This is an optimization exercise on Yosys and OpenROAD, whose aim is small area, not a production implementation.
The RTL was checked by simulation tests, not by an equivalence proof against the original design.
Power is estimated from default activity; no workload was simulated.

==> design.v <==
module edge_detect (input async_sig,
                    input clk,
                    output reg rise,
                    output reg fall);
  reg [1:3] resync;
  always @(posedge clk)
  begin
    rise <= resync[2] & !resync[3];
    fall <= resync[3] & !resync[2];
    resync <= {async_sig , resync[1:2]};
  end
endmodule
module clk_counter(
    input wire          clk_in,
    input wire          rst,
    input wire          start,
    input wire          stop,
    output reg          state,
    output reg [31:0]   count
);
always @ (posedge clk_in)
begin
    if(rst)
    begin
        state <= 1'b0;
        count <= 32'b0;
    end
    else
    begin
        state <= state;
        count <= count;
        case (state)
            1'b0:
            begin
                if (start)
                begin
                    count <= 32'b0;
                    state <= 1'b1;
                end
            end
            1'b1:
            begin
                count <= count + 1;
                if (stop)
                begin
                    state <= 1'b0;
                end
            end
        endcase
    end
end
endmodule
module clk_counter_wb(
    input wire          clk_i,
    input wire          rst_i,
    output reg          ack_o,
    input wire [7:0]    dat_i,
    input wire [3:0]    adr_i,
    output reg [7:0]    dat_o,
    input wire          stb_i,
    input wire          we_i,
    input wire          clk_in,
    input wire [5:0]    ch_in
);
wire ch_start, ch_stop;
assign ch_start = ch_in[0];
assign ch_stop = ch_in[1];
wire start, stop;
edge_detect startedge(
    .clk(clk_in),
    .async_sig(ch_start),
    .fall(start)
);
edge_detect stopedge(
    .clk(clk_in),
    .async_sig(ch_stop),
    .fall(stop)
);
wire [31:0] count;
wire state;
reg force_rst;
wire clk_counter_rst;
assign clk_counter_rst = (rst_i || force_rst);
clk_counter clk_counteri(
    .clk_in(clk_in),
    .rst(clk_counter_rst),
    .start(start),
    .stop(stop),
    .count(count),
    .state(state)
);
always @ (posedge clk_i)
begin
    if(rst_i)
    begin
        force_rst <= 1'b0;
    end
    else
    begin
        ack_o <= 1'b0;
        dat_o <= 8'b0;
        if (stb_i)
        begin
            case(adr_i)
                8'h00:
                begin
                    if (we_i)
                    begin
                        force_rst <= dat_i[0];
                        ack_o <= 1'b1;
                    end
                    else
                    begin
                        dat_o[0] <= clk_counter_rst;
                        ack_o <= 1'b1;
                    end
                end
                8'h01:
                begin
                    begin
                        dat_o[7:0] <= count[07:00];
                        ack_o <= 1'b1;
                    end
                end
                8'h02:
                begin
                    begin
                        dat_o[7:0] <= count[15:08];
                        ack_o <= 1'b1;
                    end
                end
                8'h03:
                begin
                    begin
                        dat_o[7:0] <= count[23:16];
                        ack_o <= 1'b1;
                    end
                end
                8'h04:
                begin
                    begin
                        dat_o[7:0] <= count[31:24];
                        ack_o <= 1'b1;
                    end
                end
            endcase
        end
    end
end
endmodule
module  clk_gen(
    input wire        clk_i,
    input wire        rst_i,
    output reg        ack_o,
    input wire [7:0]  dat_i,
    input wire [3:0]  adr_i,
    output reg [7:0]  dat_o,
    input wire        stb_i,
    input wire        we_i,
    output wire       clk_posedge,
    output wire       clk_out);
reg          en;
reg          div_clk;
reg [7:0]    div;
reg [7:0]    periods;
assign clk_out = div_clk && en;
assign clk_posedge = (periods == 8'd0) && div_clk && en;
always @ (posedge clk_i)
begin
  if(rst_i)
  begin
    div <= 8'd0;
    en <= 1'b0;
    div_clk <= 1'b0;
    periods <= 8'd0;
    dat_o <= 8'd0;
  end
  else
  begin
    en <= en;
    div <= div;
    periods <= (periods + 1);
    div_clk <= div_clk;
    ack_o <= 1'b0;
    dat_o <= 8'd0;
    if(periods == div)
    begin
      periods <= 8'd0;
      div_clk <= ~div_clk;
    end
    if(stb_i)
    begin
      case(adr_i)
        4'h0:
        begin
          if(we_i)  
          begin
            en <= dat_i[0];
            ack_o <= 1'b1;
          end
          else  
          begin
            dat_o[0] <= en;
            ack_o <= 1'b1;
          end
        end
        4'h1:
        begin
          if(we_i)  
          begin
            div <= dat_i;
            periods <= 8'd0;
            ack_o <= 1'b1;
          end
          else  
          begin
            dat_o <= div;
            ack_o <= 1'b1;
          end
        end
      endcase
    end
  end
end
endmodule
module  krake_port(
    input wire        clk_i,
    input wire        rst_i,
    output reg        ack_o,
    input wire [7:0]  dat_i,
    input wire [3:0]  adr_i,
    output reg [7:0]  dat_o,
    input wire        stb_i,
    input wire        we_i,
    input wire [5:0]  ch_in,
    output reg [5:0]  ch_out,
    output reg [5:0]  ch_oe,
    input wire        clka,
    input wire        clkb,
    input wire        clkc,
    input wire        clkd);
reg [4:0] clk_conf [5:0];
reg [5:0] ch_data;
integer i;
always @ (posedge clk_i)
begin
  if(rst_i)
  begin
    ch_data <= 6'd0;
    ch_oe <= 6'd0;
    for(i = 0; i < 6; i = i + 1)
    begin
      clk_conf[i] <= 5'd0;
    end
  end
  else
  begin
    ack_o <= 1'b0;
    dat_o <= 8'd0;
    ch_oe <= ch_oe;
    if(stb_i)
    begin
      case(adr_i)
        4'h0:
        begin
          if(we_i)  
          begin
            ch_data <= dat_i[5:0];
            ack_o <= 1'b1;
          end
          else  
          begin
            dat_o[5:0] <= ch_in;
            ack_o <= 1'b1;
          end
        end
        4'h1:
        begin
          if(we_i)  
          begin
            ch_oe <= dat_i[5:0];
            ack_o <= 1'b1;
          end
          else  
          begin
            dat_o[5:0] <= ch_oe;
            ack_o <= 1'b1;
          end
        end
        4'h2:
        begin
          if(we_i)  
          begin
            clk_conf[0] <= dat_i[4:0];
            ack_o <= 1'b1;
          end
          else  
          begin
            dat_o[4:0] <= clk_conf[0];
            ack_o <= 1'b1;
          end
        end
        4'h3:
        begin
          if(we_i)  
          begin
            clk_conf[1] <= dat_i[4:0];
            ack_o <= 1'b1;
          end
          else  
          begin
            dat_o[4:0] <= clk_conf[1];
            ack_o <= 1'b1;
          end
        end
        4'h4:
        begin
          if(we_i)  
          begin
            clk_conf[2] <= dat_i[4:0];
            ack_o <= 1'b1;
          end
          else  
          begin
            dat_o[4:0] <= clk_conf[2];
            ack_o <= 1'b1;
          end
        end
        4'h5:
        begin
          if(we_i)  
          begin
            clk_conf[3] <= dat_i[4:0];
            ack_o <= 1'b1;
          end
          else  
          begin
            dat_o[4:0] <= clk_conf[3];
            ack_o <= 1'b1;
          end
        end
        4'h6:
        begin
          if(we_i)  
          begin
            clk_conf[4] <= dat_i[4:0];
            ack_o <= 1'b1;
          end
          else  
          begin
            dat_o[4:0] <= clk_conf[4];
            ack_o <= 1'b1;
          end
        end
        4'h7:
        begin
          if(we_i)  
          begin
            clk_conf[5] <= dat_i[4:0];
            ack_o <= 1'b1;
          end
          else  
          begin
            dat_o[4:0] <= clk_conf[5];
            ack_o <= 1'b1;
          end
        end
      endcase
    end
  end
end
always @ (*)
begin
  ch_out <= ch_data;
  for(i = 0; i < 6; i = i + 1)
  begin
    if(clk_conf[i][4] == 1'b1)
      ch_out[i] <= 1'b0;  
    else if(clk_conf[i][3] == 1'b1)
      ch_out[i] <= clkd;
    else if(clk_conf[i][2] == 1'b1)
      ch_out[i] <= clkc;
    else if(clk_conf[i][1] == 1'b1)
      ch_out[i] <= clkb;
    else if(clk_conf[i][0] == 1'b1)
      ch_out[i] <= clka;
  end
end
endmodule
module  uart_tx(
    input wire         clk,
    input wire         rst,
    output reg         dout,
    input wire [7:0]   data_out,
    input wire         en,
    output wire        rdy);
reg  [7:0]  data;
reg [1:0]  state;
reg [2:0] bit_cnt;
reg [8:0]  etu_cnt;
wire etu_full;
assign etu_full = (etu_cnt == (26'd50000000/115200));
assign rdy = (state == 2'b00);
always  @ (posedge clk)
begin
  if (rst)
  begin
    state <= 2'b00;
    dout <= 1'b1;
  end
  else
  begin
    etu_cnt <= (etu_cnt + 1);
    dout <= dout;
    data <= data;
    state <= state;
    bit_cnt <= bit_cnt;
    case(state)
      2'b00:
      begin
        if(en == 1)
        begin
          dout <= 1'b0;
          data <= data_out;
          state <= 2'b01;
          etu_cnt <= 9'd0;
          bit_cnt <= 3'd0;
        end
      end
      2'b01:
      if(etu_full)
      begin
        etu_cnt <= 9'd0;
        bit_cnt <= (bit_cnt + 1);
        dout <= data[0];
        data <= {data[0], data[7:1]};
        if(bit_cnt == 3'd7)
        begin
          state <= 2'b10;
        end
      end
      2'b10:
      if(etu_full)
      begin
        etu_cnt <= 9'd0;
        dout <= 1'b1;
        state <= 2'b11;
      end
      2'b11:
      if(etu_full)
      begin
        etu_cnt <= 9'd0;
        state <= 2'b00;
      end
      default:
        ;  
    endcase
  end
end
endmodule
module  read_ctl(
    input wire        clk_i,
    input wire        rst_i,
    input wire        ack_i,
    input wire [7:0]  dat_i,
    input wire [7:0]  adr_o,
    input wire        stb_o,
    input wire        we_o,
    output reg        valid,
    output reg        read_ack,
    output reg [7:0]  read_adr,
    output reg [7:0]  read_dat);
  reg [7:0] adr;
  reg read;
  always@(posedge clk_i)
  begin
    if(rst_i)
    begin
      valid <= 1'b0;
      read <= 1'b0;
    end  
    else
    begin
      read <= 1'b0;
      valid <= 1'b0;
      adr <= adr_o;  
      if(!we_o && stb_o)
        read <= 1'b1;
      if(read)
      begin
        valid <= 1'b1;
        read_dat <= dat_i;
        read_ack <= ack_i;
        read_adr <= adr;
      end
    end  
  end
endmodule
module p3_fifo #(
    parameter DEPTH_LOG2 = 5
)(
    input  wire [16:0] DATA,
    output reg  [16:0] Q,
    input  wire        WE,
    input  wire        RE,
    input  wire        WCLOCK,
    input  wire        RCLOCK,
    output wire        FULL,
    output wire        EMPTY,
    input  wire        RESET
);
localparam DEPTH = (1 << DEPTH_LOG2);
reg [16:0]         mem [0:DEPTH-1];
reg [DEPTH_LOG2:0] wptr;
reg [DEPTH_LOG2:0] rptr;
assign EMPTY = (wptr == rptr);
assign FULL  = (wptr[DEPTH_LOG2-1:0] == rptr[DEPTH_LOG2-1:0]) &&
               (wptr[DEPTH_LOG2] != rptr[DEPTH_LOG2]);
always @(posedge WCLOCK)
begin
  if(WE && !FULL)
    mem[wptr[DEPTH_LOG2-1:0]] <= DATA;
end
always @(posedge WCLOCK)
begin
  if(RESET)
  begin
    wptr <= 0;
    rptr <= 0;
  end
  else
  begin
    if(WE && !FULL)
      wptr <= wptr + 1'b1;
    if(RE && !EMPTY)
    begin
      rptr <= rptr + 1'b1;
      Q <= mem[rptr[DEPTH_LOG2-1:0]];
    end
  end
end
endmodule
module  read_fifo(
    input wire        clk_i,
    input wire        rst_i,
    input wire        ack_i,
    input wire [7:0]  dat_i,
    input wire [7:0]  adr_o,
    input wire        stb_o,
    input wire        we_o,
    output wire       dout);
reg [1:0] state;
wire       rd_valid;
wire       rd_ack;
wire [7:0] rd_adr;
wire [7:0] rd_dat;
reg       tx_en;
reg [7:0] tx_data;
wire      tx_rdy;
wire        fifo_empty;
wire [16:0] fifo_q;
wire        fifo_re;
wire [16:0] fifo_data;
assign fifo_re = (state == 0 && !fifo_empty);
assign fifo_data = {rd_ack,rd_adr,rd_dat};
wire       ack = fifo_q[16];
wire [7:0] adr = fifo_q[15:8];
wire [7:0] dat = fifo_q[7:0];
read_ctl rdi(
    .clk_i(clk_i),
    .rst_i(rst_i),
    .ack_i(ack_i),
    .dat_i(dat_i),
    .adr_o(adr_o),
    .stb_o(stb_o),
    .we_o(we_o),
    .valid(rd_valid),
    .read_ack(rd_ack),
    .read_adr(rd_adr),
    .read_dat(rd_dat));
p3_fifo fifoi(
    .WCLOCK(clk_i),
    .RCLOCK(clk_i),
    .RESET(rst_i),
    .DATA(fifo_data),
    .WE(rd_valid),
    .Q(fifo_q),
    .RE(fifo_re),
    .FULL(),
    .EMPTY(fifo_empty));
uart_tx txi(
    .clk(clk_i),
    .rst(rst_i),
    .dout(dout),
    .data_out(tx_data),
    .en(tx_en),
    .rdy(tx_rdy));
always @(posedge clk_i)
begin
  if(rst_i)
  begin
    state <= 0;
    tx_en <= 1'b0;
  end
  else
  begin
    state <= state;
    tx_data <= tx_data;
    tx_en <= 1'b0;
    case(state)
      0:
      begin
        if(fifo_re)
        begin
          state <= 1;
        end
      end
      1:
      begin
        if(!tx_en && tx_rdy)
        begin
          tx_data <= {7'd0, ack};
          tx_en <= 1'b1;
          state <= 2;
        end
      end
      2:
      begin
        if(!tx_en && tx_rdy)
        begin
          tx_data <= adr;
          tx_en <= 1'b1;
          state <= 3;
        end
      end
      3:
      begin
        if(!tx_en && tx_rdy)
        begin
          tx_data <= dat;
          tx_en <= 1'b1;
          state <= 0;
        end
      end
    endcase
  end
end
endmodule
module  krake_bus(
      input wire         clk_i,     
      input wire         rst_i,     
      input wire [15:0]  data,      
      input wire         data_clk,  
      input wire         we,        
      output reg         stb_o,     
      output reg [7:0]   adr_o,     
      output reg [7:0]   dat_o,     
      output reg         we_o);     
reg  clean;  
reg  dirty;  
always  @ (posedge clk_i)
begin
  stb_o <= 1'b0;
  dirty <= data_clk;
  clean <= dirty;
  we_o <= we;  
  adr_o <= data[15:8];  
  dat_o <= data[7:0];  
  if(clean ^ dirty)
    stb_o <= 1'b1;
end
endmodule
module ddk_core(
        input   wire  SysClk,             
        input   wire  SysRst,             
        output  wire  RX1,                
        input   wire  DataClk,            
        input   wire  DataWe,             
        input   wire  [15:0]  DATA,       
        input   wire  [5:0]    CH3_IN,    
        output  wire  [5:0]    CH3_OUT,   
        output  wire  [5:0]    CH3_OE,    
        input   wire  [5:0]    CH4_IN,    
        output  wire  [5:0]    CH4_OUT,   
        output  wire  [5:0]    CH4_OE,    
        input   wire  [5:0]    CH5_IN,    
        output  wire  [5:0]    CH5_OUT,   
        output  wire  [5:0]    CH5_OE,    
        input   wire  [5:0]    CH6_IN,    
        output  wire  [5:0]    CH6_OUT,   
        output  wire  [5:0]    CH6_OE,    
        input   wire  [5:0]    CH7_IN,    
        output  wire  [5:0]    CH7_OUT,   
        output  wire  [5:0]    CH7_OE,    
        input   wire  [5:0]    CH8_IN);   
wire         clk_o;
wire         rst_o;
wire         stb_o;
wire         we_o;
wire [7:0]   adr_o;
wire [7:0]   dat_o;
reg  [7:0]   dat_i;
reg          ack_i;
assign clk_o = SysClk;
assign rst_o = SysRst;
wire         ch1_stb_i;  
wire [7:0]   ch1_dat_o;  
wire         ch1_ack_o;  
wire         ch2_stb_i;  
wire [7:0]   ch2_dat_o;  
wire         ch2_ack_o;  
wire         ch3_stb_i;  
wire [7:0]   ch3_dat_o;  
wire         ch3_ack_o;  
wire         ch4_stb_i;  
wire [7:0]   ch4_dat_o;  
wire         ch4_ack_o;  
wire         ch5_stb_i;  
wire [7:0]   ch5_dat_o;  
wire         ch5_ack_o;  
wire         ch6_stb_i;  
wire [7:0]   ch6_dat_o;  
wire         ch6_ack_o;  
wire         ch7_stb_i;  
wire [7:0]   ch7_dat_o;  
wire         ch7_ack_o;  
wire         ch8_stb_i;  
wire [7:0]   ch8_dat_o;  
wire         ch8_ack_o;  
wire         clka_stb_i;  
wire [7:0]   clka_dat_o;  
wire         clka_ack_o;  
wire         clkb_stb_i;  
wire [7:0]   clkb_dat_o;  
wire         clkb_ack_o;  
wire         clkc_stb_i;  
wire [7:0]   clkc_dat_o;  
wire         clkc_ack_o;  
wire         clkd_stb_i;  
wire [7:0]   clkd_dat_o;  
wire         clkd_ack_o;  
wire clka_posedge;
wire clka;
wire clkb_posedge;
wire clkb;
wire clkc_posedge;
wire clkc;
wire clkd_posedge;
wire clkd;
krake_bus ext_bus(
    .clk_i(clk_o),
    .rst_i(rst_o),
    .data(DATA),
    .data_clk(DataClk),
    .we(DataWe),
    .stb_o(stb_o),
    .adr_o(adr_o),
    .dat_o(dat_o),
    .we_o(we_o));
read_fifo fifoi(
    .clk_i(clk_o),
    .rst_i(rst_o),
    .ack_i(ack_i),
    .dat_i(dat_i),
    .adr_o(adr_o),
    .stb_o(stb_o),
    .we_o(we_o),
    .dout(RX1));
assign ch1_dat_o  = 8'd0;
assign ch1_ack_o  = 1'b0;
assign ch2_dat_o  = 8'd0;
assign ch2_ack_o  = 1'b0;
assign clkb_dat_o = 8'd0;
assign clkb_ack_o = 1'b0;
assign clkc_dat_o = 8'd0;
assign clkc_ack_o = 1'b0;
assign clkd_dat_o = 8'd0;
assign clkd_ack_o = 1'b0;
assign clkb = 1'b0;
assign clkc = 1'b0;
assign clkd = 1'b0;
krake_port ch3(
    .clk_i(clk_o),
    .rst_i(rst_o),
    .ack_o(ch3_ack_o),
    .dat_i(dat_o),
    .adr_i(adr_o[3:0]),
    .dat_o(ch3_dat_o),
    .stb_i(ch3_stb_i),
    .we_i(we_o),
    .ch_in(CH3_IN),
    .ch_out(CH3_OUT),
    .ch_oe(CH3_OE),
    .clka(clka),
    .clkb(clkb),
    .clkc(clkc),
    .clkd(clkd));
krake_port ch4(
    .clk_i(clk_o),
    .rst_i(rst_o),
    .ack_o(ch4_ack_o),
    .dat_i(dat_o),
    .adr_i(adr_o[3:0]),
    .dat_o(ch4_dat_o),
    .stb_i(ch4_stb_i),
    .we_i(we_o),
    .ch_in(CH4_IN),
    .ch_out(CH4_OUT),
    .ch_oe(CH4_OE),
    .clka(clka),
    .clkb(clkb),
    .clkc(clkc),
    .clkd(clkd));
krake_port ch5(
    .clk_i(clk_o),
    .rst_i(rst_o),
    .ack_o(ch5_ack_o),
    .dat_i(dat_o),
    .adr_i(adr_o[3:0]),
    .dat_o(ch5_dat_o),
    .stb_i(ch5_stb_i),
    .we_i(we_o),
    .ch_in(CH5_IN),
    .ch_out(CH5_OUT),
    .ch_oe(CH5_OE),
    .clka(clka),
    .clkb(clkb),
    .clkc(clkc),
    .clkd(clkd));
krake_port ch6(
    .clk_i(clk_o),
    .rst_i(rst_o),
    .ack_o(ch6_ack_o),
    .dat_i(dat_o),
    .adr_i(adr_o[3:0]),
    .dat_o(ch6_dat_o),
    .stb_i(ch6_stb_i),
    .we_i(we_o),
    .ch_in(CH6_IN),
    .ch_out(CH6_OUT),
    .ch_oe(CH6_OE),
    .clka(clka),
    .clkb(clkb),
    .clkc(clkc),
    .clkd(clkd));
krake_port ch7(
    .clk_i(clk_o),
    .rst_i(rst_o),
    .ack_o(ch7_ack_o),
    .dat_i(dat_o),
    .adr_i(adr_o[3:0]),
    .dat_o(ch7_dat_o),
    .stb_i(ch7_stb_i),
    .we_i(we_o),
    .ch_in(CH7_IN),
    .ch_out(CH7_OUT),
    .ch_oe(CH7_OE),
    .clka(clka),
    .clkb(clkb),
    .clkc(clkc),
    .clkd(clkd));
clk_counter_wb ci(
    .clk_i(clk_o),
    .rst_i(rst_o),
    .ack_o(ch8_ack_o),
    .dat_i(dat_o),
    .adr_i(adr_o[3:0]),
    .dat_o(ch8_dat_o),
    .stb_i(ch8_stb_i),
    .we_i(we_o),
    .clk_in(clk_o),
    .ch_in(CH8_IN)
);
clk_gen clk_gena(
    .clk_i(clk_o),
    .rst_i(rst_o),
    .ack_o(clka_ack_o),
    .dat_i(dat_o),
    .adr_i(adr_o[3:0]),
    .dat_o(clka_dat_o),
    .stb_i(clka_stb_i),
    .we_i(we_o),
    .clk_posedge(clka_posedge),
    .clk_out(clka));
assign ch1_stb_i  = (stb_o && (adr_o[7:4] == 4'h0));
assign ch2_stb_i  = (stb_o && (adr_o[7:4] == 4'h1));
assign ch3_stb_i  = (stb_o && (adr_o[7:4] == 4'h2));
assign ch4_stb_i  = (stb_o && (adr_o[7:4] == 4'h3));
assign ch5_stb_i  = (stb_o && (adr_o[7:4] == 4'h4));
assign ch6_stb_i  = (stb_o && (adr_o[7:4] == 4'h5));
assign ch7_stb_i  = (stb_o && (adr_o[7:4] == 4'h6));
assign ch8_stb_i  = (stb_o && (adr_o[7:4] == 4'h7));
assign clka_stb_i = (stb_o && (adr_o[7:4] == 4'h8));
assign clkb_stb_i = (stb_o && (adr_o[7:4] == 4'h9));
assign clkc_stb_i = (stb_o && (adr_o[7:4] == 4'hA));
assign clkd_stb_i = (stb_o && (adr_o[7:4] == 4'hB));
always @ (
  adr_o or
  ch1_dat_o    or ch1_ack_o or
  ch2_dat_o    or ch2_ack_o or
  ch3_dat_o    or ch3_ack_o or
  ch4_dat_o    or ch4_ack_o or
  ch5_dat_o    or ch5_ack_o or
  ch6_dat_o    or ch6_ack_o or
  ch7_dat_o    or ch7_ack_o or
  ch8_dat_o    or ch8_ack_o or
  clka_dat_o   or clka_ack_o or
  clkb_dat_o   or clkb_ack_o or
  clkc_dat_o   or clkc_ack_o or
  clkd_dat_o   or clkd_ack_o)
begin
  dat_i <= ch1_dat_o;
  ack_i <= ch1_ack_o;
  case(adr_o[7:4])
    4'h1:
    begin
      dat_i <= ch2_dat_o;
      ack_i <= ch2_ack_o;
    end
    4'h2:
    begin
      dat_i <= ch3_dat_o;
      ack_i <= ch3_ack_o;
    end
    4'h3:
    begin
      dat_i <= ch4_dat_o;
      ack_i <= ch4_ack_o;
    end
    4'h4:
    begin
      dat_i <= ch5_dat_o;
      ack_i <= ch5_ack_o;
    end
    4'h5:
    begin
      dat_i <= ch6_dat_o;
      ack_i <= ch6_ack_o;
    end
    4'h6:
    begin
      dat_i <= ch7_dat_o;
      ack_i <= ch7_ack_o;
    end
    4'h7:
    begin
      dat_i <= ch8_dat_o;
      ack_i <= ch8_ack_o;
    end
    4'h8:
    begin
      dat_i <= clka_dat_o;
      ack_i <= clka_ack_o;
    end
    4'h9:
    begin
      dat_i <= clkb_dat_o;
      ack_i <= clkb_ack_o;
    end
    4'hA:
    begin
      dat_i <= clkc_dat_o;
      ack_i <= clkc_ack_o;
    end
    4'hB:
    begin
      dat_i <= clkd_dat_o;
      ack_i <= clkd_ack_o;
    end
  endcase
end
endmodule
==> run.sh <==
#!/bin/bash
# synth_recipe.tcl (not shown) runs the flow's synth.tcl, then flattens the netlist and writes it again
# the make line also repeats each setting of config.mk as NAME=value (left out here)
make -C /OpenROAD-flow-scripts/flow DESIGN_CONFIG=/design/flow/config.mk WORK_HOME=/design/flow/orfs CLKGATE_MAP_FILE= SYNTH_SCRIPT=/design/flow/synth_recipe.tcl finish
==> config.mk <==
export PLATFORM = sky130hd
export DESIGN_NAME = ddk_core
export DESIGN_NICKNAME = ddk_core
export VERILOG_FILES = /design/flow/design.v
export SDC_FILE = /design/flow/constraint.sdc
export NUM_CORES = 4
export LEC_CHECK = 0
export CAP_MARGIN = 20
export CORE_MARGIN = 2
export CORE_UTILIZATION = 40
export PLACE_DENSITY = 0.6
export SLEW_MARGIN = 20
==> constraint.sdc <==
create_clock -name core_clock -period 6.0 [get_ports {SysClk}]
set_input_delay 1.2000 -clock core_clock [delete_from_list [all_inputs] [get_ports {SysClk}]]
set_output_delay 1.2000 -clock core_clock [all_outputs]
set_load 0.01 [all_outputs]
==> run notes <==
Synth Warn # = 12
Tcrit/Tclk final = 67.2%
Max Fclk = 248 MHz
Placed Area = 41700 um^2
Syn Inst Count = 2726
Area delta synth->final = 15.5%
# diodes = 0
Row count = 114
Met1 Track Usage GR = 26.5%
Final wirelength = 100 mm
Clock latency (worst-skew pair) = 680 ps
Clock slew at reported path FFs = 60 ps
Comb pwr share = 10.6%
Async set-or-reset flop fraction in the synthesized netlist = 0%
Vias in the first global route = 23800
Worst slew margin = 30.5%
Clock power share = 41.0%
Status = complete, no violations
R2R Setup Slk = 3040 ps
Minimum clock period = 4030 ps
WS Path Type = reg -> out
Worst r2r dst = ch5.ch_data[1]
CTS tree = built
Nets = 2913
CP max FO = 30
Critical Path AT = 2830 ps
CP endpoint = CH7_OUT[0]
Setup crit start = clk_gena.en
Sequential share of power = 48.4%
DR iter-0 viols = 2049
Die H = 317 um
Syn nets = 2804
Die ar. = 100000 um^2
# DRC = 0
Detailed placement HPWL = 62.7 mm
R2r startpoint = ext_bus.adr_o[6]
GRT met2 Usage = 33.7%
Net Sw Frac = 23.6%
Core Box Area = 96900 um^2
Vias per std cell = 5.64
CTS buffer count = 99
Worst R2R Path Depth = 5
Routability cong. = 0.873
Min-Delay Path Class = reg -> reg
GR peak layer = met2
Synthesized area per cell = 14.3 um^2
Fraction of layout cells with a size suffix above 1 = 14.0%
P_int = 11.8 mW
Drt pass-1 iters = 6
Max-cap violations = 0
Peak supply drop = 0.344 mV
Via count = 23700
Worst Max-Slew Pin Slew = 1040 ps
Cell area after synthesis = 39100 um^2
Slew Viols, Final = 0
Initial Utilization = 40.4%
Post-synth cell types = 68
GR Util met3 = 2.91%
Die Wd = 317 um
Final setup vio count = 0
Prevailing post-synth register cell = edfxtp_1
CTS hold repair buffers = 0
Crit end category = output port
Top-level I/O count = 117
Psw = 3.63 mW
DR WL/cell = 23.9 um
CTS sink count = 977
Post-CTS sizing = 0
Worst path required time = 4800 ps
Final Hold Vio Count = 0
# fillers = 8301
Initial antenna violation count = 3
RSZ-0062 raised after global routing = no
Fin area = 45200 um^2
CP Launch Type = flip-flop
PwrDens = 341 nW/um^2
Clk buf depth = 3
Leak = 15.0 nW
Fin util = 46.7%
Clk root buf = clkbuf_16
Post-CTS setup buffers = 0
Largest net degree at the start of global routing = 211
First-pass GRT wire length = 150 mm
Layout Skew = 42.3 ps
GRT Util Overall = 19.9%
EDFF count, synth = 659
Overall power = 15.4 mW
Grt total ovfl = 0
Fin Setup TNS = 0 ps
#FFs+latches synth = 977
Sequential-to-total area share from yosys stat = 66.9%
H-Tree Depth = 3
Port buffer count = 112
Antenna viol nets, final = 0
## cells in the mapped netlist (22+ instances only)
cell type | number | area, um^2
a21oi_1 | 75 | 375
a221oi_1 | 28 | 245
a22o_1 | 33 | 289
a22oi_1 | 113 | 848
a31oi_1 | 26 | 163
buf_2 | 40 | 200
clkbuf_1 | 105 | 394
dfxtp_1 | 318 | 6370
edfxtp_1 | 659 | 19800
ha_1 | 22 | 275
mux2i_1 | 306 | 3060
mux4_2 | 103 | 2320
nand2_1 | 68 | 255
nand3_1 | 49 | 245
nor2_1 | 353 | 1330
o22ai_1 | 51 | 319
or4_1 | 31 | 233
xnor2_1 | 24 | 210
## power groups by stage
stage | Clock, mW | Combinational (mW) | Sequential [mW]
after CTS | 6.42 | 1.63 | 7.46
after floorplan | 0 | 1.31 | 7.52
after global placement | 0 | 1.58 | 7.59
after detailed placement | 0 | 1.63 | 7.60
after global routing | 6.70 | 1.76 | 7.46
final | 6.31 | 1.63 | 7.45
## cell usage in the layout (no fill, tap or decap), drive strengths merged, types with 14 or more instances in the layout
master / n
mux2i: 306
dfxtp: 318
nor2: 367
clkinv: 39
a22o: 33
edfxtp: 659
a22oi: 113
nor4: 22
xor2: 17
a31oi: 26
a21oi: 75
o21ai: 21
clkdlybuf4s50: 111
a221oi: 28
clkbuf: 136
or3: 21
o22ai: 51
nand3: 50
nand4: 15
mux4: 103
mux2: 18
inv: 19
nand2: 68
buf: 74
or4: 31
o211ai: 14
ha: 22
nor3: 17
or2: 16
xnor2: 24
## cell type report
class | count | area [um^2] | share of cell area [%]
Clock buffer | 135 | 2780 | 6.15
Clock inverter | 53 | 616 | 1.36
Inverter | 17 | 63.8 | 0.141
Multi-Input combinational cell | 1554 | 12200 | 26.9
Sequential cell | 977 | 26200 | 57.9
Tap cell | 1276 | 1600 | 3.53
Timing Repair Buffer | 186 | 1790 | 3.96
## metal layers
metal | up-vias | wire length (um)
met5 | - | 0
met4 | 0 | 2860
met3 | 163 | 5720
met2 | 816 | 49300
met1 | 12000 | 42500
li1 | 10700 | -
## stage by stage
step	instances	hold slack, ps	setup slack, ps
floorplan	2726	310	2320
global placement	4003	315	2630
detailed placement	4005	312	2570
CTS	4193	326	1860
global route	4198	335	1860
finish	4198	325	1970
## worst max-delay path, cell delays in order (launching register included)
cell and delay [ps]:
dfxtp_1 350, and2_2 730, mux2i_1 180, nor2_1 280
clkdlybuf4s50_1 610
## registers in the layout (all words and copies together) (netlist names), 17 cells and up
signal,cells
ch5.clk_conf,30
fifoi.fifoi.mem,544
ci.clk_counteri.count,32
fifoi.fifoi.Q,17
ch4.clk_conf,30
ch7.clk_conf,30
ch3.clk_conf,30
ch6.clk_conf,30
## cells by family after synthesis
kind of cell             Yosys count  share of synthesized area, %
adder cells (fa/ha/maj)           22                         0.704
AO/OA/AOI/OAI                    382                          6.74
flip-flops                       977                          66.9
AND/OR/NAND/NOR                  682                          8.32
XOR/XNOR                          41                         0.918
multiplexers                     427                          14.3
buffers and inverters            195                          2.17
## how the worst min path moves through the flow
| stage | start | endpoint | cells after the start |
|---|---|---|---|
| 6_report | ci.startedge.resync[1] | ci.startedge.resync[2] | 0 |
| 4_1_cts | ci.startedge.resync[1] | ci.startedge.resync[2] | 0 |
| 5_1_grt | ci.startedge.resync[1] | ci.startedge.resync[2] | 0 |
| 2_1_floorplan | ci.startedge.resync[1] | ci.startedge.resync[2] | 0 |
| 3_5_place_dp | ci.startedge.resync[1] | ci.startedge.resync[2] | 0 |
| 3_3_place_gp | ci.stopedge.resync[1] | ci.stopedge.resync[2] | 0 |

[what the ideal ports hide]
Ports are ideal in the flow. The routed layout listed here was re-timed in OpenROAD. Step 1: set_driving_cell puts a clkbuf_16 on SysClk and a buf_2 on each other input, an assumption about the parent block. Step 2 also shifts input and output timing later by t, the mid clock arrival at the registers, as if the neighbouring blocks saw the same clock. Slacks: ideal ports / drivers / drivers and shift; pairs: ideal ports / drivers.
t, ns: 0.725
setup slack, ns: 1.969 / 1.901 / 2.626
cell pins on the clock port's net: 1
After both steps this run still meets setup and hold. For this run, drivers alone change the setup slack by -0.068 ns; drivers and shift together by +0.657 ns.
